This is an optimization exercise on Yosys and OpenROAD, whose aim is small area, not a production implementation. At most, simulation tests tie the RTL to the original design; equivalence was not proved. Function not checked in run 6: the RTL went through the layout flow alone. Power figures rest on the tool's default switching activity, not on a simulated workload.

[flow/flow/run.sh]
#!/bin/bash
# Standard layout, with clock-tree synthesis told not to add dummy loads and
# the port buffers made of the smallest buffer cell.
set -euo pipefail
export CTS_ARGS="-sink_clustering_enable -repair_clock_nets -dont_use_dummy_load -buf_list sky130_fd_sc_hd__clkbuf_4 -sink_clustering_size 12 -sink_clustering_max_diameter 40"
export BUFFER_PORTS_ARGS="-buffer_cell sky130_fd_sc_hd__buf_1"
bash standard.sh > standard_flow.log 2>&1
[flow/standard.sh]
#!/bin/bash
# synth_recipe.tcl (not shown) runs the flow's synth.tcl, then flattens the netlist and writes it again
# the make line also repeats each setting of config.mk as NAME=value (left out here)
make -C /OpenROAD-flow-scripts/flow DESIGN_CONFIG=/design/flow/config.mk WORK_HOME=/design/flow/orfs CLKGATE_MAP_FILE= SYNTH_SCRIPT=/design/flow/synth_recipe.tcl "${@:-finish}"
[flow/config.mk]
export PLATFORM = sky130hd
export DESIGN_NAME = lightcube8_top
export DESIGN_NICKNAME = lightcube8_top
export VERILOG_FILES = /design/flow/design.v
export SDC_FILE = /design/flow/constraint.sdc
export NUM_CORES = 4
export LEC_CHECK = 0
export CAP_MARGIN = 40
export CORE_MARGIN = 2
export CORE_UTILIZATION = 60
export SLEW_MARGIN = 40
export SYNTH_MEMORY_MAX_BITS = 8192
[flow/constraint.sdc]
create_clock -name core_clock -period 10.0 [get_ports {clk}]
set_input_delay 2.0000 -clock core_clock [delete_from_list [all_inputs] [get_ports {clk}]]
set_output_delay 2.0000 -clock core_clock [all_outputs]
set_load 0.01 [all_outputs]
[flow/design.v]
module lightcube8_top #(parameter FRAME_GEN_CLK_DIV = 14, parameter SCAN_CLK_DIV = 14)
(
    input wire clk,
    input wire resetn,
    input wire [15:0] switch,
    output wire [15:0] led,
    output wire [7 :0] num_csn,
    output wire [6 :0] num_a_g,
    input wire rx,
    output wire tx,
    output wire [7:0] high_csn,
    output wire [7:0] row,
    output wire [7:0] row_cs
);
    wire rst = ~resetn;
    assign led = switch;
    assign tx  = 1'b1;
    wire sel_uart   = switch[15:14] == 2'b11;
    wire sel_gen    = switch[15:14] == 2'b10;
    wire sel_static = ~switch[15];
    reg rx_delay;
    always @(posedge clk) rx_delay <= rst ? 1'b1 : rx;
    wire rx_neg_edge = ~rx & rx_delay;
    wire byte_valid;
    reg  rx_en;
    always @(posedge clk) begin
        if (rst)        rx_en <= 1'b0;
        else if (rx_en) rx_en <= ~byte_valid;
        else            rx_en <= rx_neg_edge;
    end
    reg [9:0] bcount;
    reg       flag_start_bit;
    wire sample1 = flag_start_bit && bcount == 10'b0100000010;
    wire sample2 = bcount == 10'b1011001100;
    always @(posedge clk) begin
        if (rx_en) begin
            if (sample1) begin
                bcount <= 0;
                flag_start_bit <= 1'b0;
            end else if (sample2) begin
                bcount <= 0;
            end else begin
                bcount <= {bcount[8:0], ~(bcount[9] ^ bcount[6])};
            end
        end else begin
            bcount <= 0;
            flag_start_bit <= 1'b1;
        end
    end
    wire rx_valid = sample1 | sample2;
    reg [3:0] rx_cnt;
    assign byte_valid = rx_valid && rx_cnt == 4'd9;
    always @(posedge clk)
        rx_cnt <= rst | byte_valid ? 4'd0 : rx_cnt_inc;
    wire [3:0] rx_cnt_inc;
    lc_inc #(4) rx_cnt_adder (.a(rx_cnt), .ci(rx_valid), .s(rx_cnt_inc));
    wire flag_data = rx_cnt != 4'd0 && rx_cnt != 4'd9;
    reg pbit;
    always @(posedge clk) if (rx_valid & flag_data) pbit <= rx;
    wire       have_bit = (rx_cnt >= 4'd2) && (rx_cnt <= 4'd9);
    wire [2:0] bit_idx  = rx_cnt[2:0] - 3'd2;
    reg [5:0] bc1;
    always @(posedge clk)
        bc1 <= rst ? 6'd63 : bc1_inc;
    wire [5:0] bc1_inc;
    lc_inc #(6) bc1_adder (.a(bc1), .ci(byte_valid), .s(bc1_inc));
    reg fv_uart;
    always @(posedge clk)
        fv_uart <= rst ? 1'b0 : ~fv_uart & byte_valid & (bc1 == 6'd62);
    reg [3:0] speed_cnt;
    wire speed_ctrl = speed_cnt == switch[3:0];
    always @(posedge clk)
        speed_cnt <= rst | ~sel_gen | speed_ctrl ? 4'd0 : speed_inc;
    wire [3:0] speed_inc;
    lc_inc #(4) speed_adder (.a(speed_cnt), .ci(1'b1), .s(speed_inc));
    reg [13:0] gcnt;
    wire gfb = gcnt[13] ^ gcnt[12] ^ gcnt[11] ^ gcnt[1] ^ (gcnt[12:0] == 13'd0);
    always @(posedge clk)
        gcnt <= rst | ~sel_gen ? 14'd0 :
                speed_ctrl     ? {gcnt[12:0], gfb} : gcnt;
    wire fv_gen = sel_gen & (gcnt == 0) & (speed_cnt == 4'd0);
    reg [5:0] grow;
    always @(posedge clk)
        grow <= rst ? 6'd0 : grow_inc;
    wire [5:0] grow_inc;
    lc_inc #(6) grow_adder (.a(grow), .ci(fv_gen), .s(grow_inc));
    wire take = sel_uart & fv_uart;
    reg sync;
    always @(posedge clk) sync <= take | fv_gen;
    reg  [31:0] frame_cnt;
    wire [32:0] fc_c;
    assign fc_c[0] = fv_uart | fv_gen;
    genvar gi;
    generate
        for (gi = 0; gi < 32; gi = gi + 1) begin : fc_chain
            assign fc_c[gi+1] = fc_c[gi] & frame_cnt[gi];
        end
    endgenerate
    always @(posedge clk) frame_cnt <= rst ? 32'd0 : frame_cnt ^ fc_c[31:0];
    reg       tag_uart, tag_row, ptr;
    reg [5:0] pat;
    reg [5:0] st_pat;
    reg       st_row;
    always @(*) begin
        st_row = 1'b0;
        case (switch[3:0])
            4'h0: st_pat = 6'b000_000;                         
            4'h1, 4'h2, 4'h3, 4'h4, 4'h5, 4'h6, 4'h7, 4'h8:
                  st_pat = {switch[2:0] - 3'd1, 3'b001};       
            4'h9, 4'ha, 4'hb: begin
                  st_pat = {4'b0000, switch[1:0] - 2'd1};      
                  st_row = 1'b1;
            end
            4'hc, 4'hd, 4'he:
                  st_pat = {1'b0, switch[1:0], 3'b010};        
            default: st_pat = 6'b000_100;                      
        endcase
    end
    always @(posedge clk) begin
        if (sel_static) begin
            tag_uart <= 1'b0;
            tag_row  <= st_row;
            pat      <= st_pat;
        end else if (take) begin
            tag_uart <= 1'b1;
            tag_row  <= 1'b0;
            ptr      <= ~ptr;
        end else if (fv_gen) begin
            tag_uart <= 1'b0;
            tag_row  <= 1'b1;
            pat      <= grow;
        end
    end
    reg [7:0] dlo;
    reg [5:0] srow;
    wire dz    = dlo[6:0] == 7'd0;
    wire dlast = dlo[7] & dz;
    wire dfb   = dlo[7] ^ dlo[5] ^ dlo[4] ^ dlo[3] ^ dz;
    always @(posedge clk) begin
        dlo  <= rst | sync ? 8'd0 : {dlo[6:0], dfb};
        srow <= rst | sync ? 6'd0 : srow_inc;
    end
    wire [5:0] srow_inc;
    lc_inc #(6) srow_adder (.a(srow), .ci(dlast), .s(srow_inc));
    wire scan_step = ~(rst | sync) & dlast;
    assign high_csn = ~(8'd1 << srow[5:3]);
    assign row_cs   =  (8'd1 << srow[2:0]);
    reg [5:0] phi;
    wire [5:0] phi_inc;
    lc_inc #(6) phi_adder (.a(phi), .ci(1'b1), .s(phi_inc));
    always @(posedge clk) phi <= (phi == 6'd62) ? 6'd0 : phi_inc;
    wire wbank   = ~ptr;
    wire slot_in = have_bit & (phi == bc1);
    wire r0_in   = have_bit & (bc1 == 6'd63);
    wire refresh = phi == srow;
    wire load_cur = scan_step & (srow != 6'd63);
    wire [7:0] r0_0, r0_1, cur_0, cur_1;
    lc_bank bank0 (
        .clk(clk), .we(wbank == 1'b0), .slot_in(slot_in), .r0_in(r0_in),
        .bit_idx(bit_idx), .pbit(pbit), .refresh(refresh), .load_cur(load_cur),
        .r0(r0_0), .cur(cur_0)
    );
    lc_bank bank1 (
        .clk(clk), .we(wbank == 1'b1), .slot_in(slot_in), .r0_in(r0_in),
        .bit_idx(bit_idx), .pbit(pbit), .refresh(refresh), .load_cur(load_cur),
        .r0(r0_1), .cur(cur_1)
    );
    wire [7:0] uart_row = (srow == 6'd0) ? (ptr ? r0_1 : r0_0) : (ptr ? cur_1 : cur_0);
    wire lay_eq = srow[5:3] == pat[5:3];
    wire low_eq = srow[2:0] == pat[2:0];
    wire l_end  = (srow[5:3] == 3'd0) | (srow[5:3] == 3'd7);
    wire r_end  = (srow[2:0] == 3'd0) | (srow[2:0] == 3'd7);
    wire k_all  = ~tag_row & (pat[2:0] == 3'b000);
    wire k_lay  = ~tag_row & pat[0];
    wire k_dot  = ~tag_row & pat[1];
    wire k_edge = ~tag_row & pat[2];
    wire p_mid  = (tag_row & lay_eq & low_eq) | k_all | (k_lay & lay_eq) | (k_edge & l_end & r_end);
    wire p_hi   = p_mid | (k_edge & (l_end | r_end));
    wire p_lo   = p_hi | (k_dot & lay_eq);
    assign row = tag_uart ? uart_row : {p_hi, {6{p_mid}}, p_lo};
    reg [16:0] clo;
    reg [2:0]  digit;
    wire cz    = clo[15:0] == 16'd0;
    wire cfb   = clo[16] ^ clo[13] ^ cz;
    always @(posedge clk) begin
        clo   <= rst ? 17'd0 : {clo[15:0], cfb};
        digit <= rst ? 3'd0  : digit_inc;
    end
    wire [2:0] digit_inc;
    lc_inc #(3) digit_adder (.a(digit), .ci(clo[16] & cz), .s(digit_inc));
    reg [3:0] scan_data;
    reg       csv;
    reg [3:0] sd2;
    always @(posedge clk) begin
        if (rst) begin
            scan_data <= 4'd0;
            csv       <= 1'b0;
        end else begin
            case (digit)
                3'd0: scan_data <= frame_cnt[31:28];
                3'd1: scan_data <= frame_cnt[27:24];
                3'd2: scan_data <= frame_cnt[23:20];
                3'd3: scan_data <= frame_cnt[19:16];
                3'd4: scan_data <= frame_cnt[15:12];
                3'd5: scan_data <= frame_cnt[11: 8];
                3'd6: scan_data <= frame_cnt[7 : 4];
                3'd7: scan_data <= frame_cnt[3 : 0];
            endcase
            csv <= 1'b1;
        end
        sd2  <= rst ? 4'd8 : scan_data;
    end
    wire [2:0] csel = digit - (cz & ~clo[16]);
    assign num_csn = csv ? ~(8'h80 >> csel) : 8'hff;
    reg [6:0] seg;
    always @(*) begin
        case (sd2)
            4'd0 : seg = 7'b0000001;
            4'd1 : seg = 7'b1001111;
            4'd2 : seg = 7'b0010010;
            4'd3 : seg = 7'b0000110;
            4'd4 : seg = 7'b1001100;
            4'd5 : seg = 7'b0100100;
            4'd6 : seg = 7'b0100000;
            4'd7 : seg = 7'b0001111;
            4'd8 : seg = 7'b0000000;
            4'd9 : seg = 7'b0000100;
            4'd10: seg = 7'b0001000;
            4'd11: seg = 7'b1100000;
            4'd12: seg = 7'b0110001;
            4'd13: seg = 7'b1000010;
            4'd14: seg = 7'b0110000;
            default: seg = 7'b0111000;
        endcase
    end
    assign num_a_g = seg;
endmodule
module lc_bank (
    input  wire       clk,
    input  wire       we,         
    input  wire       slot_in,    
    input  wire       r0_in,      
    input  wire [2:0] bit_idx,
    input  wire       pbit,
    input  wire       refresh,    
    input  wire       load_cur,   
    output reg  [7:0] r0,
    output reg  [7:0] cur
);
    reg  [7:0] nxt;
    wire [7:0] head;
    wire [7:0] sel;
    genvar j;
    generate
        for (j = 0; j < 8; j = j + 1) begin : col
            reg [62:0] rg;
            assign sel[j]  = we & (bit_idx == j);
            assign head[j] = (sel[j] & slot_in) ? pbit : rg[0];
            always @(posedge clk) rg <= {head[j], rg[62:1]};
        end
    endgenerate
    always @(posedge clk) begin
        r0 <= (sel & {8{r0_in}}) & {8{pbit}} | ~(sel & {8{r0_in}}) & r0;
        if (refresh)  nxt <= head;
        if (load_cur) cur <= nxt;
    end
endmodule
module lc_inc #(parameter W = 6) (
    input  wire [W-1:0] a,
    input  wire         ci,
    output wire [W-1:0] s
);
    wire [W:0] c;
    assign c[0] = ci;
    genvar i;
    generate
        for (i = 0; i < W; i = i + 1) begin : chain
            assign c[i+1] = c[i] & a[i];
        end
    endgenerate
    assign s = a ^ c[W-1:0];
endmodule
==> results of run 1 <==
-- area by class of cell --
class	count	area share
antenna	2	0.000163
clock buffer	130	0.0318
inverter	26	0.00318
multi-input combinational	546	0.132
sequential	1199	0.800
tap	615	0.0250
timing repair buffer	57	0.00762
-- stage by stage --
stage | hold WS (ns) | instances | setup slack (ns) | util | total power (W)
CTS | 0.262 | 2573 | 2.34 | 0.643 | 0.00690
detailed placement | 0.312 | 2443 | 1.28 | 0.623 | 0.00501
finish | 0.267 | 2575 | 2.23 | 0.643 | 0.00679
floorplan | 0.310 | 1818 | 1.97 | - | 0.00498
global placement | 0.310 | 2441 | 1.37 | 0.622 | 0.00500
global route | 0.260 | 2575 | 2.00 | 0.643 | 0.00708
-- layer usage --
layer,vias up,global-route usage
li1,6143,-
met4,0,0.0761
met3,89,0.0498
met2,208,0.207
met5,-,0
met1,5650,0.209
-- how the worst max path moves through the flow --
stage                          to  cells after the start
global placement    frame_cnt[31]                     38
global route        frame_cnt[31]                     38
detailed placement  frame_cnt[30]                     37
CTS                 frame_cnt[30]                     37
floorplan           frame_cnt[30]                     36
finish              frame_cnt[30]                     37
-- cell families (layout without fill, tap and decap cells) --
logic type                 after synthesis  after routing  synth area share
adders and majority gates               73             73            0.0315
and+or+nand+nor                        316            316            0.0589
DFF                                   1199           1199             0.848
other                                    1              3          0.000129
xor gates and xnor gates                39             39            0.0120
buffers and inverters                   73            213            0.0121
muxes                                   45             45            0.0212
AOI/OAI and AO/OA                       72             72            0.0162
-- state kept, by name, summed over array words and instances (netlist names), 6 cells and up, named ones only --
name          flops
bc1               6
frame_cnt        32
phi               6
dlo               8
srow              6
grow              6
clo              17
bank1.cur         8
bank0.nxt         8
pat               6
num_a_g           7
bank0.col.rg    504
bcount           10
bank1.nxt         8
gcnt             14
bank0.cur         8
bank1.col.rg    504
-- power by group --
group / switching (W) / leakage, nW / total [W] / internal [W]
Sequential: 0.00000597 / 9.78 / 0.00482 / 0.00481
Combinational: 0.0000483 / 2.15 / 0.0000748 / 0.0000264
Clock: 0.00129 / 0.598 / 0.00189 / 0.000602
-- synthesized netlist by cell type (all sizes together) (4+ instances only) --
| cell type | count | share of area |
|---|---|---|
| a21oi | 22 | 0.0038 |
| a22o | 4 | 0.0012 |
| and2 | 84 | 0.018 |
| and3 | 6 | 0.0013 |
| buf | 29 | 0.0064 |
| clkbuf | 18 | 0.0023 |
| dfxtp | 1142 | 0.79 |
| edfxtp | 57 | 0.059 |
| ha | 73 | 0.032 |
| inv | 25 | 0.0032 |
| mux2 | 20 | 0.0087 |
| mux2i | 16 | 0.0055 |
| mux4 | 9 | 0.0070 |
| nand2 | 41 | 0.0054 |
| nand2b | 17 | 0.0037 |
| nand3 | 15 | 0.0026 |
| nand3b | 8 | 0.0021 |
| nand4 | 9 | 0.0022 |
| nor2 | 89 | 0.012 |
| nor2b | 8 | 0.0017 |
| nor3 | 10 | 0.0019 |
| nor3b | 4 | 0.0010 |
| nor4 | 8 | 0.0019 |
| o21ai | 21 | 0.0036 |
| or3b | 4 | 0.0012 |
| xnor2 | 26 | 0.0081 |
| xor2 | 13 | 0.0039 |
-- worst max-delay path: cells and delay by family --
family	cells	cell delay, ns
simple gates	5	0.69
fa+ha+maj	31	5.68
buf+inv	1	0.23
==> run summary, run 1 <==
- Status: complete, no violations
- Final wirelength: 34.8 mm
- DR pass1 iterations: 4
- Met3 routed WL: roughly 1.8 mm
- Final Critical Period: between 7 and 8 ns
- FMAX: 129 MHz
- Asr flop ratio synth: 0
- DR iter-0 viols: approximately 540
- Register area share after synthesis: 0.848
- # DRC: 0
- Most used DFF post-synth: dfxtp_1
- Cells on worst reg2reg path: 37
- Final Max Slew Viols: 0
- DR WL/cell: ~14 um
- All-Layer GR Usage: 0.149
- Filler Cell Count: approximately 3600
- Initial Util: 0.607
- Layout net count: a little over 2000
- CTS hold repair buffers: 0
- Pin count of the biggest net entering global routing: 77
- Vias in the first global route: 12148
- Sink Count: 1199
- DR top layer: met4
- Avg Inst Size Synth: about 16 um2
- Fin Clk Skew: approximately 0.08 ns
- Std cell rows: 80
- Cells after Synth: around 1800
- CTS tree: built
- Detail Route met2 WL: 14.2 mm
- Number of flops mapped to enable cells by yosys: 57
- Die width: 224 um
- Worst r2r src: gcnt[12]
- Total gr overflow: 0
- Yosys reg bits: 1199
- Final setup fails: 0
- RSZ-0062 raised after global routing: false
- Most frequent cells in the layout: dfxtp_1 (1142), clkbuf_4 (130), nor2_1 (88)
- DRT met1 WL: 17.8 mm
- Required @ worst endpoint: around 11 ns
- Clock root buffer: clkbuf_4
- Worst Hold Endpoint: bank0.col[3].rg[61]
- Crit share post-route: 0.777
- Initial antenna violation count: 2
- Lkg Pwr: roughly 13 nW
- Max-cap violations: 0
- Routed Antenna Nets: 0
- CP Launch Point: switch[15]
- Worst Setup End Kind: register
- Most used cell, CP: ha_1
- Cts bufs inserted: between 100 and 150
- Yosys Warn Count: 2
- CTS H-Tree Depth: 4
- Startpoint type of the worst setup path: input pin
- Postcts setup bufs: 0
- Reg-to-reg slack, setup: approximately 3.2 ns
- Clk latency of the worst-skew pair: between 0.9 and 1 ns
- DP Area: 29700 um2
- Least-Margin Pin Slew: around 0.75 ns
- Worst-path clk slew: between 0.1 and 0.15 ns
- Syn_nets: about 1900
- Crit-path max FO: 13
- Die footprint: 50100 um2
- Share of cells above drive strength 1: 0.0935
- Total vias in the final route: 12090
- Slew HR: 0.500
- Fin. Hold Viols: 0
- Multi-input gate area: around 4100 um2
- First-pass GRT wire length: 59.2 mm
- Yosys cell types: 70
- Die Ht: roughly 220 um
- Most common cell after layout, fill and taps aside: dfxtp_1
- Hold crit path type: reg2reg
- Worst path slowest cell: ha_1
- Worst Hold Launch: bank0.col[3].rg[62]
- Worst EP arrival: 8.58 ns
- Power density cells: between 200 and 250 nW/um2
- Hpwl dp: about 20 mm
- Slowest stage delay, CP: 0.26 ns
- Mapped Area: slightly below 30000 um2
- Critical path type: in2reg
- Core Area: 47700 um2
- Worst Hold Depth: 0
- IO Count: 75
- Post-route setup TNS: 0 ns
- VDD IR-drop max: 0.155 mV
- Post-CTS sizing: 0
- Synth-to-Final Area Change: 6.00%
- I/O Buffers: 53
- Vias per inst: approximately 4.7
- RePlAce Congestion: 0.779
- Max clock buf depth: 3
- Post-route design area: approximately 30000 um2
- RR Endpoint: frame_cnt[30]
- FF+latch area: 24600 um2
==> run 2, diff against run 1 <==
==> flow/flow/run.sh (replaced) <==
#!/bin/bash
# Standard layout, with clock-tree synthesis told not to add dummy loads and
# the port buffers made of the smallest buffer cell.
set -euo pipefail
export CTS_ARGS="-sink_clustering_enable -repair_clock_nets -dont_use_dummy_load -buf_list sky130_fd_sc_hd__clkbuf_16 -sink_clustering_size 30 -sink_clustering_max_diameter 50"
export BUFFER_PORTS_ARGS="-buffer_cell sky130_fd_sc_hd__buf_1"
bash standard.sh > standard_flow.log 2>&1
==> run summary, run 2 <==
- Status: complete, no violations
- Startpoint type of the worst setup path: input pin
- Regs by FF count: bank0.col.rg: 504 flops, bank1.col.rg: 504 flops, frame_cnt: 32 flops
- Lkg Pwr: 12.7 nW (+1.7%)
- Worst path slowest cell: ha_1
- Filler Cell Count: 3458 (-3.8%)
- Worst-path clk slew: 0.10 ns (about the same)
- Max clock buf depth: 3 (unchanged)
- IO Count: 75 (unchanged)
- Post-route insts no fill: 2509 (-2.6%)
- Top cells by count, synth: dfxtp_1 (1142), nor2_1 (88), and2_1 (84)
- Cts bufs inserted: 66 (-49%)
- Die footprint: 50100 um2 (unchanged)
- Worst Hold Launch: bank0.col[7].rg[3]
- Final Critical Period: 8.13 ns (+0.351 ns)
- Core Area: 47700 um2 (unchanged)
- Top cell type's share of synthesized area: 0.789 (unchanged)
- Avg Inst Size Synth: 15.9 um2 (unchanged)
- # DRC: 0 (unchanged)
- DR pass1 iterations: 5 (+1)
- Reg-to-reg slack, setup: 3.15 ns (-0.02 ns)
- Cells after Synth: 1818 (unchanged)
- Largest area contributor in the netlist: dfxtp_1
- Yosys reg bits: 1199 (unchanged)
- Total vias in the final route: 11746 (-2.8%)
- Met1 Use GR: 0.211 (+0.00211)
- Mapped Area: 29000 um2 (unchanged)
- Multi-input gate area: 4070 um2 (unchanged)
- Slew HR: 0.493 (-0.00643)
- Synth area leaders: dfxtp_1 (79%), edfxtp_1 (5.9%), ha_1 (3.2%)
- CTS H-Tree Depth: 3 (-1)
- RePlAce Congestion: 0.779 (unchanged)
- Worst r2r src: gcnt[12]
- Slowest stage delay, CP: 0.26 ns (about the same)
- Worst Hold Endpoint: bank0.col[7].rg[2]
- Crit-path max FO: 13 (unchanged)
- Most common cell after layout, fill and taps aside: dfxtp_1
- Layout net count: 1988 (-3.1%)
- All-Layer GR Usage: 0.145 (-0.00423)
- Dpl cells: 2443 (unchanged)
- Share of cells above drive strength 1: 0.0628 (-0.0306)
- Clk latency of the worst-skew pair: 0.61 ns (-0.33 ns)
- CTS tree: built
- Hpwl dp: 19.9 mm (unchanged)
- Required @ worst endpoint: 10.45 ns (-0.35 ns)
- Crit share post-route: 0.813 (+0.0351)
- Number of flops mapped to enable cells by yosys: 57 (unchanged)
- Syn_nets: 1910 (unchanged)
- Yosys cell types: 70 (unchanged)
- # diodes: 0 (-2)
- Die Ht: 224 um (unchanged)
- Most common cell in the netlist: dfxtp_1
- Worst EP arrival: 8.58 ns (about the same)
- GRT busiest layer: met1
- Die width: 224 um (unchanged)
- Synth-to-Final Area Change: 8.31%
- Register area share after synthesis: 0.848 (unchanged)
- Hold slack final: 0.265 ns (-0.00187 ns)
- Sink Count: 1199 (unchanged)
- Most used DFF post-synth: dfxtp_1
- Hold crit path type: reg2reg
- Worst Setup End Kind: register
- DR WL/cell: 13.7 um (+1.8%)
- RSZ-0062 raised after global routing: false
- Fin. Hold Viols: 0 (unchanged)
- I/O Buffers: 53 (unchanged)
- Post-CTS sizing: 0 (unchanged)
- Post-route setup TNS: 0 ns (unchanged)
- Least-Margin Pin Slew: 0.760 ns (+0.00965 ns)
- Pin count of the biggest net entering global routing: 77 (unchanged)
- FMAX: 123 MHz (-4.3%)
- DR iter-0 viols: 578 (+7.2%)
- First-pass GRT wire length: 58.2 mm (-1.6%)
- Fin Clk Skew: 0.0738 ns (-0.00602 ns)
- Postcts setup bufs: 0 (unchanged)
- CTS hold repair buffers: 0 (unchanged)
- Most used cell, CP: ha_1
- Most frequent cells in the layout: dfxtp_1 (1142), nor2_1 (88), and2_1 (84)
- Final setup fails: 0 (unchanged)
- Routed Antenna Nets: 0 (unchanged)
- FF+latch area: 24600 um2 (unchanged)
- Vias in the first global route: 11571 (-4.7%)
- Std cell rows: 80 (unchanged)
- Initial antenna violation count: 0 (-2)
- RR Endpoint: frame_cnt[30]
- Yosys Warn Count: 2 (unchanged)
- Asr flop ratio synth: 0 (unchanged)
- Power density cells: 236 nW/um2 (+6.7%)
- Total gr overflow: 0 (unchanged)
- Max-cap violations: 0 (unchanged)
- Final Max Slew Viols: 0 (unchanged)
- GR Util met3: 0.0321 (-0.0177)
- Final wirelength: 34.5 mm (-0.85%)
- VDD IR-drop max: 0.165 mV (+6.1%)
- Cells on worst reg2reg path: 37 (unchanged)
- Clock root buffer: clkbuf_16
- Critical path type: in2reg
- M2 GR Usage: 0.210 (+0.00312)
- Initial Util: 0.607 (unchanged)
- Vias per inst: 4.68 (-0.29%)
- Worst Hold Depth: 0 (unchanged)
==> run 2: cell counts after synthesis <==
No cell type changed its count.
==> run 2: per-layer routing <==
metal,wire length [um],vias up
met1,17900,5546
li1,-,5979
met3,1390,68
met2,14200,153
met5,0,-
met4,939,0
==> run 2: kinds of logic (layout without fill, tap and decap cells) <==
| logic type | Yosys count | after routing | share of synthesized area |
|---|---|---|---|
| adders and majority gates | 73 | 73 | 0.0315 |
| DFF | 1199 | 1199 | 0.848 |
| xor gates and xnor gates | 39 | 39 | 0.0120 |
| and+or+nand+nor | 316 | 316 | 0.0589 |
| muxes | 45 | 45 | 0.0212 |
| AOI/OAI and AO/OA | 72 | 72 | 0.0162 |
| buffers and inverters | 73 | 149 | 0.0121 |
| other | 1 | 1 | 0.000129 |
==> run 2: layout make-up <==
class | instances | area share
multi-input combinational | 546 | 0.129
tap | 615 | 0.0245
timing repair buffer | 57 | 0.00745
inverter | 26 | 0.00311
clock buffer | 66 | 0.0526
sequential | 1199 | 0.783
==> run 2: how the worst max path moves through the flow <==
stage	slack [ns]	start	end
after global routing	1.50	switch[15]	frame_cnt[31]
after detailed placement	1.28	switch[15]	frame_cnt[30]
after CTS	1.86	switch[15]	frame_cnt[31]
after floorplan	1.97	switch[15]	frame_cnt[30]
after global placement	1.37	switch[15]	frame_cnt[31]
final	1.87	switch[15]	frame_cnt[30]
==> run 2: per-stage QoR <==
stage | total power, W | util | worst slack [ns] | cell area (um2)
4_1_cts | 0.00750 | 0.657 | 1.86 | 31400
5_1_grt | 0.00767 | 0.657 | 1.50 | 31400
2_1_floorplan | 0.00498 | - | 1.97 | 29000
3_3_place_gp | 0.00500 | 0.622 | 1.37 | 29700
6_report | 0.00740 | 0.657 | 1.87 | 31400
3_5_place_dp | 0.00501 | 0.623 | 1.28 | 29700
==> run 2: critical path: cells and delay by family <==
kind	cells	cell delay, ns
AND/OR/NAND/NOR	5	0.68
buffers and inverters	1	0.23
adder cells (fa/ha/maj)	31	5.68
==> run 2: where the power goes <==
| part | internal, W | switching (W) |
|---|---|---|
| clock network | 0.00118 | 0.00133 |
| logic | 0.0000264 | 0.0000482 |
| registers | 0.00481 | 0.00000603 |
| total | 0.00602 | 0.00138 |
==> run 3, diff against run 2 <==
==> flow/flow/run.sh (replaced) <==
#!/bin/bash
# Standard layout, with clock-tree synthesis told not to add dummy loads and
# the port buffers made of the smallest buffer cell.
set -euo pipefail
export CTS_ARGS="-sink_clustering_enable -repair_clock_nets -dont_use_dummy_load -buf_list sky130_fd_sc_hd__clkbuf_8 -sink_clustering_size 22 -sink_clustering_max_diameter 45"
export BUFFER_PORTS_ARGS="-buffer_cell sky130_fd_sc_hd__buf_1"
bash standard.sh > standard_flow.log 2>&1
--- a/flow/config.mk
+++ b/flow/config.mk
@@ -7,6 +7,7 @@
 export LEC_CHECK = 0
 export CAP_MARGIN = 40
 export CORE_MARGIN = 2
-export CORE_UTILIZATION = 60
+export CORE_UTILIZATION = 70
+export PLACE_DENSITY = 0.85
 export SLEW_MARGIN = 40
 export SYNTH_MEMORY_MAX_BITS = 8192
==> run summary, run 3 <==
- RePlAce Congestion: 0.833 (+6.9%)
- Slew HR: 0.494 (+0.000565)
- Most common cell in the netlist: dfxtp_1
- Required @ worst endpoint: 10.50 ns (+0.05 ns)
- Hold slack final: 0.274 ns (+0.00869 ns)
- Clock root buffer: clkbuf_8
- Avg Inst Size Synth: 15.9 um2 (unchanged)
- Asr flop ratio synth: 0 (unchanged)
- Largest area contributor in the netlist: dfxtp_1
- Std cell rows: 74 (-7.5%)
- Mapped Area: 29000 um2 (unchanged)
- Final setup fails: 0 (unchanged)
- Status: complete, no violations
- Clk latency of the worst-skew pair: 0.66 ns (+0.05 ns)
- Syn_nets: 1910 (unchanged)
- Reg-to-reg slack, setup: 3.12 ns (-0.03 ns)
- Share of cells above drive strength 1: 0.0673 (+0.00443)
- Worst r2r src: gcnt[11]
- Hpwl dp: 24.2 mm (+22%)
- Yosys reg bits: 1199 (unchanged)
- IO Count: 75 (unchanged)
- Register area share after synthesis: 0.848 (unchanged)
- Crit-path max FO: 13 (unchanged)
- Most frequent cells in the layout: dfxtp_1 (1142), nor2_1 (88), and2_1 (84)
- Most used cell, CP: ha_1
- Worst setup endpoint: frame_cnt[30]
- Post-CTS sizing: 0 (unchanged)
- Crit share post-route: 0.805 (-0.00705)
- VDD IR-drop max: 0.150 mV (-9.0%)
- FF+latch area: 24600 um2 (unchanged)
- # diodes: 0 (unchanged)
- Initial Util: 0.710 (+0.103)
- Synth-to-Final Area Change: 5.82%
- Pin count of the biggest net entering global routing: 77 (unchanged)
- Yosys cell types: 70 (unchanged)
- Final core area utilization: 0.751 (+0.0936)
- Max-cap violations: 0 (unchanged)
- CTS tree: built
- Final Max Slew Viols: 0 (unchanged)
- Total vias in the final route: 11951 (+1.7%)
- Final Critical Period: 8.05 ns (-0.0705 ns)
- Die width: 207 um (-7.3%)
- RSZ-0062 raised after global routing: false
- Cells after Synth: 1818 (unchanged)
- RR Endpoint: frame_cnt[30]
- Cells on worst reg2reg path: 36 (-2.7%)
- Core Area: 40800 um2 (-14%)
- Least-Margin Pin Slew: 0.753 ns (-0.00664 ns)
- Vias per inst: 4.91 (+4.8%)
- Setup slack after layout: 1.95 ns (+0.0705 ns)
- Fin Clk Skew: 0.0830 ns (+0.00920 ns)
- Hold crit path type: reg2reg
- CTS hold repair buffers: 0 (unchanged)
- Post-route setup TNS: 0 ns (unchanged)
- Routed Antenna Nets: 0 (unchanged)
- Number of flops mapped to enable cells by yosys: 57 (unchanged)
- First-pass GRT wire length: 63.5 mm (+9.1%)
- Die footprint: 43000 um2 (-14%)
- Postcts setup bufs: 0 (unchanged)
- Multi-input gate area: 4070 um2 (unchanged)
- FMAX: 124 MHz (+0.87%)
- Die Ht: 207 um (-7.3%)
- Worst EP arrival: 8.56 ns (-0.02 ns)
- DR WL/cell: 15.9 um (+16%)
- Initial antenna violation count: 0 (unchanged)
- Regs by FF count: bank0.col.rg: 504 flops, bank1.col.rg: 504 flops, frame_cnt: 32 flops
- Sink Count: 1199 (unchanged)
- Cts bufs inserted: 75 (+14%)
- # DRC: 0 (unchanged)
- DR pass1 iterations: 5 (unchanged)
- Synth area leaders: dfxtp_1 (79%), edfxtp_1 (5.9%), ha_1 (3.2%)
- Yosys Warn Count: 2 (unchanged)
- Power density cells: 224 nW/um2 (-5.1%)
- All-Layer GR Usage: 0.185 (+0.0404)
- Top cell type's share of synthesized area: 0.789 (unchanged)
- Worst-path clk slew: 0.12 ns (+0.02 ns)
- Worst Setup End Kind: register
- Final wirelength: 38.7 mm (+12%)
- Fin. Hold Viols: 0 (unchanged)
- CP Launch Point: switch[15]
- Worst path slowest cell: ha_1
- I/O Buffers: 53 (unchanged)
- Vias in the first global route: 12525 (+8.2%)
- Top cells by count, synth: dfxtp_1 (1142), nor2_1 (88), and2_1 (84)
- Most common cell after layout, fill and taps aside: dfxtp_1
- Slowest stage delay, CP: 0.26 ns (about the same)
- Max clock buf depth: 3 (unchanged)
- Worst Hold Launch: bank1.col[7].rg[30]
- Layout net count: 1997 (+0.45%)
- DR iter-0 viols: 596 (+3.1%)
- Filler Cell Count: 2224 (-36%)
- Pre-CTS setup slack: 1.30 ns (+0.0179 ns)
- Total gr overflow: 0 (unchanged)
- CTS H-Tree Depth: 3 (unchanged)
- Critical path type: in2reg
- Most used DFF post-synth: dfxtp_1
- Startpoint type of the worst setup path: input pin
- Lkg Pwr: 12.5 nW (-2.2%)
[run 3: area by class of cell]
class	instances	share of cell area
timing repair buffer	57	0.00763
sequential	1199	0.801
tap	532	0.0217
inverter	26	0.00318
clock buffer	75	0.0337
multi-input combinational	546	0.133
[run 3: power by group]
part           switching [W]  leakage (nW)   total, W  internal, W
logic              0.0000501          2.15  0.0000766    0.0000265
clock network        0.00128         0.539    0.00196     0.000679
registers         0.00000633          9.78    0.00482      0.00481
total                0.00134          12.5    0.00686      0.00552
[run 3: per-layer routing]
metal / vias up / routed length, um / GRT usage
met2: 261 / 17800 / 0.295
met1: 5623 / 17700 / 0.246
met3: 99 / 1960 / 0.0470
li1: 5968 / - / -
met4: 0 / 1190 / 0.0749
met5: - / 0 / 0
[run 3: worst min path at each step]
stage / to / slack [ns] / cells after the start
final: bank1.col[7].rg[29] / 0.27 / 0
after global routing: bank0.col[0].rg[33] / 0.27 / 0
after floorplan: bank0.col[0].rg[0] / 0.31 / 0
after detailed placement: bank0.col[3].rg[43] / 0.31 / 0
after CTS: bank0.col[0].rg[29] / 0.28 / 0
after global placement: bank0.col[4].rg[61] / 0.31 / 0
[run 3: cells by family (layout without fill, tap and decap cells)]
family | after synthesis | after routing | synth area share
buffers and inverters | 73 | 158 | 0.0121
other | 1 | 1 | 0.000129
adder cells (fa/ha/maj) | 73 | 73 | 0.0315
AO/OA/AOI/OAI | 72 | 72 | 0.0162
multiplexers | 45 | 45 | 0.0212
XOR/XNOR | 39 | 39 | 0.0120
flip-flops | 1199 | 1199 | 0.848
AND/OR/NAND/NOR | 316 | 316 | 0.0589
[run 3: per-stage QoR]
stage | instances | area, um2 | power, W
2_1_floorplan | 1818 | 29000 | 0.00498
3_3_place_gp | 2358 | 29600 | 0.00500
3_5_place_dp | 2360 | 29600 | 0.00501
4_1_cts | 2435 | 30700 | 0.00691
5_1_grt | 2435 | 30700 | 0.00707
6_report | 2435 | 30700 | 0.00686
[run 3: critical path, delay by kind of cell]
kind / cells / cell delay (ns)
adders and majority gates: 31 / 5.69
buffers and inverters: 1 / 0.21
and+or+nand+nor: 5 / 0.66
==> run 4, diff against run 3 <==
==> flow/flow/run.sh (replaced) <==
#!/bin/bash
# Standard layout, with clock-tree synthesis told not to add dummy loads and
# the port buffers made of the smallest buffer cell.
set -euo pipefail
export CTS_ARGS="-sink_clustering_enable -repair_clock_nets -dont_use_dummy_load -buf_list sky130_fd_sc_hd__clkbuf_4 sky130_fd_sc_hd__clkbuf_8 -sink_clustering_size 16 -sink_clustering_max_diameter 50"
export BUFFER_PORTS_ARGS="-buffer_cell sky130_fd_sc_hd__buf_1"
bash standard.sh > standard_flow.log 2>&1
--- a/flow/config.mk
+++ b/flow/config.mk
@@ -7,7 +7,6 @@
 export LEC_CHECK = 0
 export CAP_MARGIN = 40
 export CORE_MARGIN = 2
-export CORE_UTILIZATION = 70
-export PLACE_DENSITY = 0.85
+export CORE_UTILIZATION = 60
 export SLEW_MARGIN = 40
 export SYNTH_MEMORY_MAX_BITS = 8192
==> run summary, run 4 <==
- Yosys Warn Count: 2 (unchanged)
- Die Ht: 224 um (+7.9%)
- Top cell type's share of synthesized area: 0.789 (unchanged)
- Most common cell in the netlist: dfxtp_1
- Mapped Area: 29000 um2 (unchanged)
- Syn_nets: 1910 (unchanged)
- Top cells by count, synth: dfxtp_1 (1142), nor2_1 (88), and2_1 (84)
- I/O Buffers: 53 (unchanged)
- IO Count: 75 (unchanged)
- Register area share after synthesis: 0.848 (unchanged)
- Initial Util: 0.607 (-0.103)
- Avg Inst Size Synth: 15.9 um2 (unchanged)
- Largest area contributor in the netlist: dfxtp_1
- Yosys cell types: 70 (unchanged)
- Hpwl dp: 19.9 mm (-18%)
- Number of flops mapped to enable cells by yosys: 57 (unchanged)
- Asr flop ratio synth: 0 (unchanged)
- Run Error: [ERROR STA-0564] clock_tree_synthesis positional arguments not supported.
- Yosys reg bits: 1199 (unchanged)
- Halt Stage: clock tree synthesis
- Synth area leaders: dfxtp_1 (79%), edfxtp_1 (5.9%), ha_1 (3.2%)
- Dpl cells: 2443 (+3.5%)
- Std cell rows: 80 (+8.1%)
- Die width: 224 um (+7.9%)
- RePlAce Congestion: 0.779 (-6.4%)
- Cells after Synth: 1818 (unchanged)
- Status: stopped before the end
- Most used DFF post-synth: dfxtp_1
## run 4: cell counts after synthesis
Identical to the previous run, type by type.
## run 4: metrics by stage
stage | total power [W] | utilization | area, um2 | setup WS (ns)
detailed placement | 0.00501 | 0.623 | 29700 | 1.28
global placement | 0.00500 | 0.622 | 29700 | 1.37
floorplan | 0.00498 | - | 29000 | 1.97
## run 4: worst min-delay path by stage
stage | endpoint | cells after the start | start | slack [ns]
floorplan | bank0.col[0].rg[0] | 0 | bank0.col[0].rg[1] | 0.31
global placement | bank1.col[5].rg[34] | 0 | bank1.col[5].rg[35] | 0.31
detailed placement | bank0.col[0].rg[44] | 0 | bank0.col[0].rg[45] | 0.31
## run 4: power by group through the flow
stage / clock (W) / sequential [W] / combinational [W]
floorplan: 0 / 0.00493 / 0.0000563
detailed placement: 0 / 0.00493 / 0.0000759
global placement: 0 / 0.00493 / 0.0000738
## run 4: logic make-up after synthesis
family,Yosys count,synth area share
flops,1199,0.848
compound gates,72,0.0162
buf+inv,73,0.0121
fa+ha+maj,73,0.0315
other cells,1,0.000129
mux,45,0.0212
xor+xnor,39,0.0120
simple gates,316,0.0589
==> run 5, diff against run 4 <==
==> flow/flow/run.sh (replaced) <==
#!/bin/bash
# Standard layout, with clock-tree synthesis told not to add dummy loads and
# the port buffers made of the smallest buffer cell.
set -euo pipefail
export CTS_ARGS="-sink_clustering_enable -repair_clock_nets -dont_use_dummy_load -buf_list sky130_fd_sc_hd__clkbuf_8 -sink_clustering_size 20 -sink_clustering_max_diameter 60"
export BUFFER_PORTS_ARGS="-buffer_cell sky130_fd_sc_hd__buf_1"
bash standard.sh > standard_flow.log 2>&1
--- a/flow/config.mk
+++ b/flow/config.mk
@@ -8,5 +8,8 @@
 export CAP_MARGIN = 40
 export CORE_MARGIN = 2
 export CORE_UTILIZATION = 60
+export CTS_BUF_LIST = sky130_fd_sc_hd__clkbuf_8
+export CTS_CLUSTER_DIAMETER = 60
+export CTS_CLUSTER_SIZE = 20
 export SLEW_MARGIN = 40
 export SYNTH_MEMORY_MAX_BITS = 8192
==> run summary, run 5 <==
- CP Launch Point: switch[15]
- # DRC: 0
- Clock root buffer: clkbuf_8
- Startpoint type of the worst setup path: input pin
- Sink Count: about 1200
- Critical path type: in2reg
- Most frequent cells in the layout: dfxtp_1 (1142), nor2_1 (88), and2_1 (84)
- Pre-CTS setup slack: 1.28 ns (unchanged)
- Routed Antenna Nets: 0
- Fin Clk Skew: 0.0645 ns
- Regs by FF count: bank0.col.rg: 504 flops, bank1.col.rg: 504 flops, frame_cnt: 32 flops
- Required @ worst endpoint: around 11 ns
- Share of cells above drive strength 1: 0.0658
- Least-Margin Pin Slew: approximately 0.75 ns
- Initial antenna violation count: 0
- Std cell rows: 80 (unchanged)
- Most common cell after layout, fill and taps aside: dfxtp_1
- Final core area utilization: 0.644
- Yosys cell types: 70 (unchanged)
- Die width: 224 um (unchanged)
- Slowest stage delay, CP: 0.26 ns
- FF+latch area: ~25000 um2
- Crit share post-route: 0.803
- FMAX: around 120 MHz
- I/O Buffers: 53 (unchanged)
- Asr flop ratio synth: 0 (unchanged)
- Final setup fails: 0
- Total vias in the final route: ~12000
- Pin count of the biggest net entering global routing: 77
- Max-cap violations: 0
- Most common cell in the netlist: dfxtp_1
- Core Area: approximately 48000 um2
- Worst-path clk slew: between 0.1 and 0.15 ns
- All-Layer GR Usage: 0.144
- Hpwl dp: 19.9 mm (unchanged)
- Crit-path max FO: 13
- Fin. Hold Viols: 0
- Worst r2r src: gcnt[12]
- Most used DFF post-synth: dfxtp_1
- Yosys reg bits: 1199 (unchanged)
- Detail Route met2 WL: 13.9 mm
- Lkg Pwr: 12.4 nW
- Total gr overflow: 0
- Initial Util: 0.607 (unchanged)
- Power after layout: roughly 0.0068 W
- Filler Cell Count: about 3600
- DRT met1 WL: around 18 mm
- DR iter-0 viols: 539
- Final Max Slew Viols: 0
- Final wirelength: 34.2 mm
- Syn_nets: 1910 (unchanged)
- Worst Hold Launch: bank0.col[3].rg[55]
- IO Count: 75 (unchanged)
- CTS tree: built
- Number of flops mapped to enable cells by yosys: 57 (unchanged)
- Max clock buf depth: 3
- Avg Inst Size Synth: 15.9 um2 (unchanged)
- RePlAce Congestion: 0.779 (unchanged)
- Hold crit path type: reg2reg
- Top cell type's share of synthesized area: 0.789 (unchanged)
- Worst EP arrival: 8.57 ns
- Synth-to-Final Area Change: 6.03%
- Register area share after synthesis: 0.848 (unchanged)
- Synth area leaders: dfxtp_1 (79%), edfxtp_1 (5.9%), ha_1 (3.2%)
- Layout net count: between 1500 and 2000
- DR WL/cell: 13.6 um
- Clk latency of the worst-skew pair: 0.64 ns
- Cells after Synth: 1818 (unchanged)
- Worst path slowest cell: ha_1
- Most used cell, CP: ha_1
- Post-CTS sizing: 0
- DR pass1 iterations: 5
- Multi-input gate area: between 4000 and 5000 um2
- RSZ-0062 raised after global routing: false
- First-pass GRT wire length: approximately 58 mm
- Slew HR: 0.498
- Post-route setup TNS: 0 ns
- Largest area contributor in the netlist: dfxtp_1
- Vias in the first global route: 11596
- Power density cells: between 200 and 250 nW/um2
- Die Ht: 224 um (unchanged)
- Postcts setup bufs: 0
- Mapped Area: 29000 um2 (unchanged)
- Hold slack final: 0.287 ns
- DR top layer: met4
- Cts bufs inserted: 72
- VDD IR-drop max: roughly 0.17 mV
- Die footprint: 50100 um2
- Status: complete, no violations
- Vias per inst: between 4 and 5
- Yosys Warn Count: 2 (unchanged)
- Worst Setup End Kind: register
- # diodes: 0
- CTS H-Tree Depth: 3
- CTS hold repair buffers: 0
- Met3 routed WL: about 1.4 mm
- Final Critical Period: around 8.0 ns
- Top cells by count, synth: dfxtp_1 (1142), nor2_1 (88), and2_1 (84)
- Setup slack after layout: ~2 ns
[run 5: cell counts after synthesis]
Identical to the previous run, type by type.
[run 5: layout make-up]
type	count	area share
Inverter	26	0.00318
Timing Repair Buffer	57	0.00761
Multi-Input combinational cell	546	0.132
Clock buffer	72	0.0322
Sequential cell	1199	0.800
Tap cell	615	0.0250
[run 5: final timing paths]
kind	endpoint	slack (ns)	cells after the start
setup reg to reg	frame_cnt[30]	3.17	37
setup / recovery	frame_cnt[30]	1.97	37
hold / removal	bank0.col[3].rg[54]	0.29	0
hold reg to reg	bank0.col[3].rg[54]	0.29	0
[run 5: critical path, delay by kind of cell]
family | cells | cell delay (ns)
buf+inv | 1 | 0.23
fa+ha+maj | 31 | 5.67
simple gates | 5 | 0.68
[run 5: logic make-up after synthesis]
logic type / after synthesis / share of synthesized area
AO/OA/AOI/OAI: 72 / 0.0162
other: 1 / 0.000129
AND/OR/NAND/NOR: 316 / 0.0589
buffers and inverters: 73 / 0.0121
adder cells (fa/ha/maj): 73 / 0.0315
flip-flops: 1199 / 0.848
multiplexers: 45 / 0.0212
XOR/XNOR: 39 / 0.0120
[run 5: per-stage QoR]
stage / cells / instance area, um2
floorplan: 1818 / 29000
global route: 2515 / 30700
finish: 2515 / 30700
global placement: 2441 / 29700
detailed placement: 2443 / 29700
CTS: 2515 / 30700
[run 5: layer usage]
| layer | up-vias | track usage |
|---|---|---|
| met4 | 0 | 0.0576 |
| met5 | - | 0 |
| met2 | 175 | 0.206 |
| met3 | 87 | 0.0359 |
| met1 | 5544 | 0.210 |
| li1 | 5975 | - |
[run 5: where the power goes]
group / switching [W] / internal [W]
logic: 0.0000483 / 0.0000264
registers: 0.00000602 / 0.00481
clock network: 0.00126 / 0.000653
==> run 6, diff against run 5 <==
--- a/flow/design.v
+++ b/flow/design.v
@@ -146,9 +146,8 @@
     assign high_csn = ~(8'd1 << srow[5:3]);
     assign row_cs   =  (8'd1 << srow[2:0]);
     reg [5:0] phi;
-    wire [5:0] phi_inc;
-    lc_inc #(6) phi_adder (.a(phi), .ci(1'b1), .s(phi_inc));
-    always @(posedge clk) phi <= (phi == 6'd62) ? 6'd0 : phi_inc;
+    wire phi_fb = ~(phi[5] ^ phi[4]) & ~(&phi[4:0]);
+    always @(posedge clk) phi <= {phi[4:0], phi_fb};
     wire wbank   = ~ptr;
     wire slot_in = have_bit & (phi == bc1);
     wire r0_in   = have_bit & (bc1 == 6'd63);
==> run summary, run 6 <==
- Status: complete, no violations
- Layout net count: 1995 (+0.050%)
- Startpoint type of the worst setup path: input pin
- CTS hold repair buffers: 0 (unchanged)
- Max clock buf depth: 3 (unchanged)
- Share of cells above drive strength 1: 0.0519 (-0.0138)
- Fin Clk Skew: 0.0843 ns (+0.0198 ns)
- Hold slack final: 0.252 ns (-0.0351 ns)
- CTS H-Tree Depth: 3 (unchanged)
- Worst EP arrival: 8.78 ns (+0.21 ns)
- Core Area: 47800 um2 (+0.21%)
- Regs by FF count: bank0.col.rg: 504 flops, bank1.col.rg: 504 flops, frame_cnt: 32 flops
- Initial Util: 0.609 (+0.00244)
- Max-cap violations: 0 (unchanged)
- Least-Margin Pin Slew: 0.716 ns (-0.0368 ns)
- Lkg Pwr: 12.6 nW (+1.4%)
- Cells on worst reg2reg path: 38 (+2.7%)
- Number of flops mapped to enable cells by yosys: 57 (unchanged)
- Die Ht: 224 um (+0.30%)
- Final Critical Period: 8.24 ns (+0.213 ns)
- All-Layer GR Usage: 0.140 (-0.00400)
- Post-CTS sizing: 0 (unchanged)
- Top cell type's share of synthesized area: 0.784 (-0.00481)
- CP Buf/Inv Count: 1 (unchanged)
- Register area share after synthesis: 0.843 (-0.00517)
- Worst path slowest cell: buf_1
- Yosys reg bits: 1199 (unchanged)
- I/O Buffers: 53 (unchanged)
- Initial antenna violation count: 1 (+1)
- Std cell rows: 80 (unchanged)
- Hold crit path type: reg2reg
- Filler Cell Count: 3545 (-0.37%)
- Total gr overflow: 0 (unchanged)
- Most frequent cells in the layout: dfxtp_1 (1142), and2_1 (78), clkbuf_8 (72)
- Top cells by count, synth: dfxtp_1 (1142), and2_1 (78), ha_1 (68)
- Final core area utilization: 0.645 (+0.00132)
- RR Endpoint: frame_cnt[31]
- FMAX: 121 MHz (-2.6%)
- IO Count: 75 (unchanged)
- Routed Antenna Nets: 0 (unchanged)
- CTS tree: built
- Final Max Slew Viols: 0 (unchanged)
- Required @ worst endpoint: 10.54 ns (about the same)
- VDD IR-drop max: 0.160 mV (-5.7%)
- Final setup fails: 0 (unchanged)
- Slew HR: 0.523 (+0.0246)
- Asr flop ratio synth: 0 (unchanged)
- Avg Inst Size Synth: 15.9 um2 (-0.16%)
- Vias per inst: 4.69 (+0.10%)
- Postcts setup bufs: 0 (unchanged)
- Power density cells: 220 nW/um2 (-0.49%)
- Reg-to-reg slack, setup: 3.02 ns (-0.15 ns)
- CP Launch Point: switch[15]
- Crit share post-route: 0.824 (+0.0213)
- Largest area contributor in the netlist: dfxtp_1
- Multi-input gate area: 4040 um2 (-0.52%)
- Worst Setup End Kind: register
- Vias in the first global route: 11554 (-0.36%)
- First-pass GRT wire length: 56.9 mm (-1.9%)
- Most used cell, CP: ha_1
- FF+latch area: 24600 um2 (unchanged)
- Worst Hold Depth: 0 (unchanged)
- Pin count of the biggest net entering global routing: 91 (+18%)
- DR WL/cell: 13.3 um (-2.4%)
- Worst r2r src: speed_cnt[0]
- Slowest stage delay, CP: 0.26 ns (about the same)
- Hpwl dp: 19.5 mm (-2.0%)
- # DRC: 0 (unchanged)
- DR iter-0 viols: 479 (-11%)
- RePlAce Congestion: 0.814 (+4.5%)
- Die footprint: 50400 um2 (+0.60%)
- Sink Count: 1199 (unchanged)
- Clk latency of the worst-skew pair: 0.67 ns (+0.03 ns)
- Yosys Warn Count: 2 (unchanged)
- Post-route setup TNS: 0 ns (unchanged)
- Cts bufs inserted: 72 (unchanged)
- Mapped Area: 29200 um2 (+0.61%)
- Worst setup endpoint: frame_cnt[31]
- Yosys cell types: 69 (-1.4%)
- Most common cell after layout, fill and taps aside: dfxtp_1
- Most common cell in the netlist: dfxtp_1
- Synth-to-Final Area Change: 5.82%
- Cells after Synth: 1832 (+0.77%)
- Fin. Hold Viols: 0 (unchanged)
- DR pass1 iterations: 4 (-1)
- Critical path type: in2reg
- Clock root buffer: clkbuf_8
- Most used DFF post-synth: dfxtp_1
- Final wirelength: 33.5 mm (-2.1%)
- Worst-path clk slew: 0.11 ns (about the same)
- WP depth: 38 (+2.7%)
- Synth area leaders: dfxtp_1 (78%), edfxtp_1 (5.9%), ha_1 (2.9%)
- Cell family with most CP delay: adder cells
- Crit-path max FO: 15 (+2)
- Syn_nets: 1919 (+0.47%)
- Total vias in the final route: 11826 (+0.38%)
- Die width: 224 um (+0.30%)
- RSZ-0062 raised after global routing: false
- Power after layout: 0.00680 W (about the same)
[run 6: changes by cell type after synthesis, sizes merged, moves of 6 or more]
cell / delta
a32oi: +9
a21oi: -11
and2: -6
and3b: +11
clkbuf: +7
inv: +39
nor4: +8
nor2: -39
nand2: -7
nand2b: -6
[run 6: metal layers]
| metal | global-route usage | up-vias | routed length, um |
|---|---|---|---|
| li1 | - | 6033 | - |
| met1 | 0.214 | 5561 | 18200 |
| met2 | 0.191 | 159 | 13100 |
| met3 | 0.0336 | 73 | 1200 |
| met4 | 0.0551 | 0 | 1030 |
| met5 | 0 | - | 0 |
[run 6: area by class of cell]
cell class	instances	area share
clock buffers	72	0.0321
inverters	64	0.00778
multi-input cells	514	0.131
repair buffers	57	0.00770
flip-flops and latches	1199	0.796
diodes	1	0.0000811
well taps	615	0.0249
[run 6: worst reg2reg max path: cells and delay by family (launching register included)]
family / cells / cell delay (ns)
fa+ha+maj: 32 / 5.77
buf+inv: 1 / 0.07
flops: 1 / 0.39
xor+xnor: 1 / 0.13
simple gates: 4 / 0.53
[run 6: cell families (layout without fill, tap and decap cells)]
logic type | Yosys count | in the layout | share of synthesized area
xor gates and xnor gates | 36 | 36 | 0.0108
DFF | 1199 | 1199 | 0.843
buffers and inverters | 119 | 193 | 0.0189
other | 1 | 2 | 0.000129
muxes | 47 | 47 | 0.0223
AOI/OAI and AO/OA | 74 | 74 | 0.0187
adders and majority gates | 68 | 68 | 0.0292
and+or+nand+nor | 288 | 288 | 0.0573
[run 6: report_power, final]
group	switching (W)	leakage [nW]	internal, W
Sequential	0.00000626	9.82	0.00481
Clock	0.00126	0.518	0.000653
Combinational	0.0000429	2.29	0.0000266
[run 6: per-stage QoR]
| step | cell area, um2 | worst slack, ns | cells |
|---|---|---|---|
| 4_1_cts | 30900 | 1.78 | 2521 |
| 3_5_place_dp | 29900 | 1.07 | 2449 |
| 6_report | 30900 | 1.76 | 2522 |
| 5_1_grt | 30900 | 1.44 | 2522 |
| 2_1_floorplan | 29200 | 1.81 | 1832 |
| 3_3_place_gp | 29800 | 1.18 | 2447 |
[run 6: how the worst min path moves through the flow]
stage / from / end / slack [ns]
floorplan: bank0.col[0].rg[1] / bank0.col[0].rg[0] / 0.31
global placement: bank1.col[1].rg[61] / bank1.col[1].rg[60] / 0.31
detailed placement: bank0.col[1].rg[40] / bank0.col[1].rg[39] / 0.31
CTS: bank0.col[7].rg[8] / bank0.col[7].rg[7] / 0.26
global route: bank0.col[7].rg[8] / bank0.col[7].rg[7] / 0.25
finish: bank0.col[7].rg[8] / bank0.col[7].rg[7] / 0.25
==> run 7, diff against run 6 <==
--- a/flow/design.v
+++ b/flow/design.v
@@ -146,8 +146,9 @@
     assign high_csn = ~(8'd1 << srow[5:3]);
     assign row_cs   =  (8'd1 << srow[2:0]);
     reg [5:0] phi;
-    wire phi_fb = ~(phi[5] ^ phi[4]) & ~(&phi[4:0]);
-    always @(posedge clk) phi <= {phi[4:0], phi_fb};
+    wire [5:0] phi_inc;
+    lc_inc #(6) phi_adder (.a(phi), .ci(1'b1), .s(phi_inc));
+    always @(posedge clk) phi <= (phi == 6'd62) ? 6'd0 : phi_inc;
     wire wbank   = ~ptr;
     wire slot_in = have_bit & (phi == bc1);
     wire r0_in   = have_bit & (bc1 == 6'd63);
==> flow/run.sh (new file) <==
#!/bin/bash
# synth_recipe.tcl (not shown) runs the flow's synth.tcl, then flattens the netlist and writes it again
# the make line also repeats each setting of config.mk as NAME=value (left out here)
make -C /OpenROAD-flow-scripts/flow DESIGN_CONFIG=/design/flow/config.mk WORK_HOME=/design/flow/orfs CLKGATE_MAP_FILE= SYNTH_SCRIPT=/design/flow/synth_recipe.tcl finish
removed: flow/flow/run.sh
removed: flow/standard.sh
==> run summary, run 7 <==
- DRT met1 WL: 18.2 mm (-0.12%)
- Pre-CTS setup slack: 0.868 ns (-0.198 ns)
- Main combinational cell family by area after synthesis: simple AND/OR/NAND/NOR gates
- RSZ-0062 raised after global routing: false
- Postcts setup bufs: 0 (unchanged)
- Power density cells: 222 nW/um2 (+0.75%)
- Crit-path max FO: 13 (-2)
- CTS H-Tree Depth: 3 (unchanged)
- Post-Synth Simple-Gate Area: 0.0589 (+0.00165)
- CTS tree: built
- Lkg Pwr: 12.7 nW (+0.73%)
- Final Max Slew Viols: 0 (unchanged)
- Cells after Synth: 1818 (-0.76%)
- Die footprint: 50100 um2 (-0.60%)
- Vias in the first global route: 11837 (+2.4%)
- DR pass1 iterations: 4 (unchanged)
- Filler Cell Count: 3528 (-0.48%)
- Asr flop ratio synth: 0 (unchanged)
- DR iter-0 viols: 508 (+6.1%)
- Post-Synth Adder-Cell Area: 0.0315 (+0.00234)
- Worst EP arrival: 8.94 ns (+0.16 ns)
- Yosys Warn Count: 2 (unchanged)
- Die width: 224 um (-0.30%)
- Mapped Area: 29000 um2 (-0.61%)
- RR Endpoint: frame_cnt[30]
- All-Layer GR Usage: 0.145 (+0.00556)
- Detail Route met2 WL: 13.9 mm (+6.5%)
- Post-CTS sizing: 0 (unchanged)
- Post-route design area: 31300 um2 (+1.4%)
- Synth area leaders: dfxtp_1 (79%), edfxtp_1 (5.9%), ha_1 (3.2%)
- Clk latency of the worst-skew pair: 0.68 ns (about the same)
- Die Ht: 224 um (-0.30%)
- Pin count of the biggest net entering global routing: 77 (-15%)
- Most common cell in the netlist: dfxtp_1
- Hpwl dp: 20.0 mm (+3.0%)
- Hold crit path type: reg2reg
- Core Area: 47700 um2 (-0.21%)
- Fin Clk Skew: 0.0228 ns (-0.0615 ns)
- Number of flops mapped to enable cells by yosys: 57 (unchanged)
- Met3 routed WL: 1.27 mm (+6.4%)
- Fin. Hold Viols: 0 (unchanged)
- Worst Hold Endpoint: bank1.col[2].rg[54]
- Post-route setup TNS: 0 ns (unchanged)
- Layout net count: 1995 (unchanged)
- CTS hold repair buffers: 0 (unchanged)
- Std cell rows: 80 (unchanged)
- Reg-to-reg slack, setup: 3.23 ns (+0.21 ns)
- I/O Buffers: 53 (unchanged)
- VDD IR-drop max: 0.188 mV (+17%)
- DP Area: 30100 um2 (+0.76%)
- Slowest stage delay, CP: 0.60 ns (+0.34 ns)
- Synth-to-Final Area Change: 7.91%
- Avg Inst Size Synth: 15.9 um2 (+0.16%)
- Crit share post-route: 0.835 (+0.0112)
- Initial antenna violation count: 1 (unchanged)
- First-pass GRT wire length: 58.6 mm (+3.0%)
- Yosys cell types: 70 (+1.4%)
- Worst Setup End Kind: register
- Final setup fails: 0 (unchanged)
- Routed Antenna Nets: 0 (unchanged)
- Worst-path clk slew: 0.12 ns (about the same)
- # diodes: 0 (-1)
- Regs by FF count: bank0.col.rg: 504 flops, bank1.col.rg: 504 flops, frame_cnt: 32 flops
- Syn_nets: 1910 (-0.47%)
- Required @ worst endpoint: 10.59 ns (+0.05 ns)
- Most frequent cells in the layout: dfxtp_1 (1142), nor2_1 (88), and2_1 (84)
- Worst path slowest cell: clkdlybuf4s50_1
- Most common cell after layout, fill and taps aside: dfxtp_1
- Clock root buffer: clkbuf_8
- Critical path type: in2reg
- Status: complete, no violations
- Cells on worst reg2reg path: 37 (-2.6%)
- Total vias in the final route: 11760 (-0.56%)
- Sink Count: 1199 (unchanged)
- Post-synthesis compound-gate area fraction: 0.0162 (-0.00248)
- Initial Util: 0.607 (-0.00244)
- DR top layer: met4
- Slew HR: 0.498 (-0.0248)
- # DRC: 0 (unchanged)
- DR WL/cell: 13.5 um (+2.0%)
- Final wirelength: 34.4 mm (+2.7%)
- Largest area contributor in the netlist: dfxtp_1
- Share of cells above drive strength 1: 0.0732 (+0.0213)
- Final Critical Period: 8.35 ns (+0.112 ns)
- Max-cap violations: 0 (unchanged)
- Register area share after synthesis: 0.848 (+0.00517)
- Hold slack final: 0.313 ns (+0.0608 ns)
- Post-synthesis mux area share: 0.0212 (-0.00112)
- Most used cell, CP: ha_1
- Top cell type's share of synthesized area: 0.789 (+0.00481)
- IO Count: 75 (unchanged)
- Least-Margin Pin Slew: 0.753 ns (+0.0372 ns)
- Worst Hold Depth: 0 (unchanged)
- Synth Area in XOR/XNOR: 0.0120 (+0.00123)
- Max clock buf depth: 3 (unchanged)
- Cts bufs inserted: 72 (unchanged)
- Vias per inst: 4.63 (-1.3%)
- FMAX: 120 MHz (-1.3%)
- Worst r2r src: speed_cnt[0]
- Final core area utilization: 0.655 (+0.0101)
- Setup slack after layout: 1.65 ns (-0.112 ns)
- RePlAce Congestion: 0.766 (-6.0%)
- Worst Hold Launch: bank1.col[2].rg[55]
- Startpoint type of the worst setup path: input pin
- Total gr overflow: 0 (unchanged)
- Yosys reg bits: 1199 (unchanged)
- Top cells by count, synth: dfxtp_1 (1142), nor2_1 (88), and2_1 (84)
- Most used DFF post-synth: dfxtp_1
-- run 7: per-layer routing --
metal  vias up  track usage
met5         -            0
met1      5561        0.213
met3        79       0.0362
li1       5989            -
met4         0       0.0581
met2       131        0.208
-- run 7: how the worst max path moves through the flow --
| stage | startpoint | to | slack [ns] | cells after the start |
|---|---|---|---|---|
| 4_1_cts | switch[15] | frame_cnt[30] | 1.64 | 37 |
| 3_5_place_dp | switch[15] | frame_cnt[30] | 0.87 | 37 |
| 2_1_floorplan | switch[15] | frame_cnt[30] | 1.97 | 36 |
| 5_1_grt | switch[15] | frame_cnt[30] | 1.27 | 37 |
| 6_report | switch[15] | frame_cnt[30] | 1.65 | 37 |
| 3_3_place_gp | switch[15] | frame_cnt[31] | 0.97 | 38 |
-- run 7: critical path, delay by kind of cell --
| kind | cells | cell delay (ns) |
|---|---|---|
| simple gates | 5 | 0.70 |
| fa+ha+maj | 31 | 5.67 |
| buf+inv | 1 | 0.60 |
-- run 7: kinds of logic (layout without fill, tap and decap cells) --
family          count (synthesis)  in the layout
compound gates                 72             72
buf+inv                        73            181
simple gates                  316            316
xor+xnor                       39             39
other cells                     1              1
mux                            45             45
flops                        1199           1199
fa+ha+maj                      73             73
-- run 7: stage by stage --
step	instances	power (W)
2_1_floorplan	1818	0.00498
3_3_place_gp	2440	0.00502
3_5_place_dp	2444	0.00502
4_1_cts	2541	0.00704
5_1_grt	2541	0.00721
6_report	2541	0.00694
-- run 7: where the power goes --
group          internal [W]  switching, W
Clock              0.000702       0.00133
Combinational     0.0000403     0.0000484
Sequential          0.00481    0.00000567
-- run 7: area by class of cell --
type | count | area [um2] | share of cell area
clock buffers | 74 | 1020 | 0.0326
clock inverters | 23 | 168 | 0.00536
inverters | 26 | 97.6 | 0.00312
multi-input cells | 546 | 4070 | 0.130
flip-flops and latches | 1199 | 24600 | 0.786
well taps | 615 | 769 | 0.0246
repair buffers | 58 | 578 | 0.0185

## separate check: timing with driven ports
How much do the figures lean on ideal ports? The routed layouts below were timed once more, with nothing changed but the port constraints.
Step 1 assumes that a clkbuf_16 drives the clock port and a buf_2 every other input.
Step 2 times the ports against the registers' clock, not the clock port: input delays grow and output delays shrink by t, the midpoint of the rising clock arrivals with the driver on.
a / b / c = no drivers / after step 1 / after step 2; a / b = the first two.
run	t, ns	setup WS [ns]	slew at the worst register clock pin (ns)
run 1	0.940	2.225 / 2.256 / 1.316	0.11 / 0.11
run 2	0.626	1.875 / 1.911 / 1.285	0.10 / 0.10
run 3	0.666	1.945 / 1.977 / 1.311	0.12 / 0.12
run 5	0.671	1.973 / 2.005 / 1.333	0.11 / 0.11
run 6	0.678	1.761 / 1.788 / 1.110	0.11 / 0.11
run 7	0.719	1.648 / 1.675 / 0.956	0.12 / 0.12
After both steps every run listed still meets setup and hold. The setup slack of run 1, which loses most, moves by +0.031 ns with the drivers and by -0.909 ns with both steps.
